Source: an optimization exercise on an open RTL-to-GDS flow (aim: small area and a short achievable clock period). Production flows keep margins and buffers that such runs may drop.
Function was checked by simulation only, so behaviour that the tests miss may differ from the original.

Setup of job 101:
// IIR
module IIR
          (clk,
           reset,
           clk_enable,
           In1,
           ce_out,
           Out1);
==> flow/config.mk <==
export PLATFORM = sky130hd
export DESIGN_NAME = IIR
export DESIGN_NICKNAME = IIR
export VERILOG_FILES = /design/flow/design.v
export SDC_FILE = /design/flow/constraint.sdc
export NUM_CORES = 4
export LEC_CHECK = 0
export CAP_MARGIN = 20
export CORE_MARGIN = 2
export CORE_UTILIZATION = 40
export SLEW_MARGIN = 20
export SYNTH_HIERARCHICAL = 1
export SYNTH_MINIMUM_KEEP_SIZE = 0
export TNS_END_PERCENT = 0
==> flow/constraint.sdc <==
create_clock -name core_clock -period 10.0 [get_ports {clk}]
set_input_delay 2.0000 -clock core_clock [delete_from_list [all_inputs] [get_ports {clk}]]
set_output_delay 2.0000 -clock core_clock [all_outputs]
set_load 0.01 [all_outputs]
standard.sh (not shown) runs the stock make flow with config.mk's settings and CLKGATE_MAP_FILE= SYNTH_SCRIPT=/design/flow/synth_recipe.tcl, a recipe that flattens the netlist after the stock synthesis.
==> flow/flow/run.sh <==
#!/bin/bash
# Standard ORFS layout, with port buffers of a plain buffer cell and timing
# repair aimed below the clock period (the SDC is unchanged).
set -euo pipefail
bash standard.sh SETUP_SLACK_MARGIN=5.3 "BUFFER_PORTS_ARGS=-buffer_cell sky130_fd_sc_hd__buf_2" ABC_AREA=1 finish > flow_make.log 2>&1
Job 101 ran to completion and came out clean on the timing, design-rule and antenna checks.
Input changes introduced in job 102 (baseline for comparison: job 101):
-- flow/flow/run.sh --
<<< job 101, line 5
bash standard.sh SETUP_SLACK_MARGIN=5.3 "BUFFER_PORTS_ARGS=-buffer_cell sky130_fd_sc_hd__buf_2" ABC_AREA=1 finish > flow_make.log 2>&1
>>> job 102, line 5
bash standard.sh SETUP_SLACK_MARGIN=5.5 "BUFFER_PORTS_ARGS=-buffer_cell sky130_fd_sc_hd__buf_2" ABC_AREA=1 CAP_MARGIN=0 SLEW_MARGIN=0 finish > flow_make.log 2>&1
Job 102 completed every stage of the flow, and the final layout passed the timing, design-rule and antenna checks.
Job 102 against job 101: via count normalized by instance count -about 0.37%, buffer count from post-CTS setup fixing +9.
Against job 101, routed wire length in job 102 came out worse.
For the highest cell delay on the worst timing path, job 102 came in 0.10 ns lower than job 101 did.
The more densely filled core belongs to job 102, not job 101.
Job 101 → job 102: setup slack shows an increase of 0.12 ns.
Going from job 101 to job 102, global-route wire length before repair now larger; final cell count essentially unchanged; final critical path time including I/O delays and setup dropped 0.12 ns; total length of routed met3 wires grew by 86 µm.


## v14
Starting RTL as in the previous note.
Settings: LEC_CHECK=0, CAP_MARGIN=20, CORE_MARGIN=2, CORE_UTILIZATION=40, SLEW_MARGIN=20, SYNTH_HIERARCHICAL=1, SYNTH_MINIMUM_KEEP_SIZE=0, TNS_END_PERCENT=0; clock period 10.0 ns.
==> flow/flow/run.sh <==
#!/bin/bash
# Standard ORFS layout, with port buffers of a plain buffer cell and timing
# repair aimed below the clock period (the SDC is unchanged).
set -euo pipefail
bash standard.sh SETUP_SLACK_MARGIN=5.6 "BUFFER_PORTS_ARGS=-buffer_cell sky130_fd_sc_hd__buf_2" ABC_AREA=1 GPL_ROUTABILITY_DRIVEN=0 finish > flow_make.log 2>&1
v14 | status: complete | timing, DRC, antenna: pass
Setup changes, v14 to v28
==> flow/flow/run.sh <==
#!/bin/bash
# Standard ORFS layout, with port buffers of a plain buffer cell and timing
# repair aimed below the clock period (the SDC is unchanged).
set -euo pipefail
bash standard.sh SETUP_SLACK_MARGIN=5.8 "BUFFER_PORTS_ARGS=-buffer_cell sky130_fd_sc_hd__buf_2" ABC_AREA=1 finish > flow_make.log 2>&1
### Flow results
- v28 finished every stage and its layout cleared the timing, design-rule and antenna checks.
- STATUS first-iteration DRC count: v28 loses against v14
- v28 vs v14, sequential share of layout area went down by 0.23 points.
- Of v28 and v14, it is v28 that has the higher global-route wire length before repair.
- Comparing v14 against v28, there is no change at all in number of rows created at floorplan.
- Taking v14 as the reference, in v28 design area climbed 1.6%, share of cell area taken by multi-input logic gates dropped 0.98 points, signed area change from the synthesized netlist to the final layout climbed 1.8 points.
- From v14 to v28 the numbers moved as follows: setup slack after placement about even.
- The area taken by flip-flops and latches on v14 is in line with that on v28.
- Looking at met1 routing resource usage after global routing, v28 sits above v14.

==> what the ideal ports hide <==
The flow's constraints put no driver on any port. The routed layouts listed below were extracted and timed again, unchanged, in two steps. Step 1 assumes that a clkbuf_16 drives the clock port and a buf_2 every other input. Step 2 moves the port delays by t, midway between the first and last clock arrival at a register: inputs arrive t later, outputs are due t later. That takes back most of the time a late clock gives input paths. Three values: ideal, step 1, step 2; two values: the first two.
| run | t, ns | setup slack, ns | hold slack, ns | worst setup path after step 2 | worst register clock-pin slew, ns |
|---|---|---|---|---|---|
| job 101 | 0.390 | 5.401 / 5.369 / 5.378 | 0.475 / 0.475 / 0.475 | input to output | 0.07 / 0.07 |
| job 102 | 0.395 | 5.521 / 5.472 / 5.472 | 0.473 / 0.473 / 0.473 | input to output | 0.07 / 0.07 |
| v14 | 0.392 | 5.527 / 5.504 / 5.504 | 0.475 / 0.475 / 0.475 | input to output | 0.07 / 0.07 |
| v28 | 0.389 | 5.615 / 5.572 / 5.615 | 0.474 / 0.474 / 0.474 | register to register | 0.07 / 0.07 |
After both steps setup and hold are still met in every run listed. For job 102, which loses most, drivers alone change the setup slack by -0.049 ns; drivers and shift together by -0.049 ns.
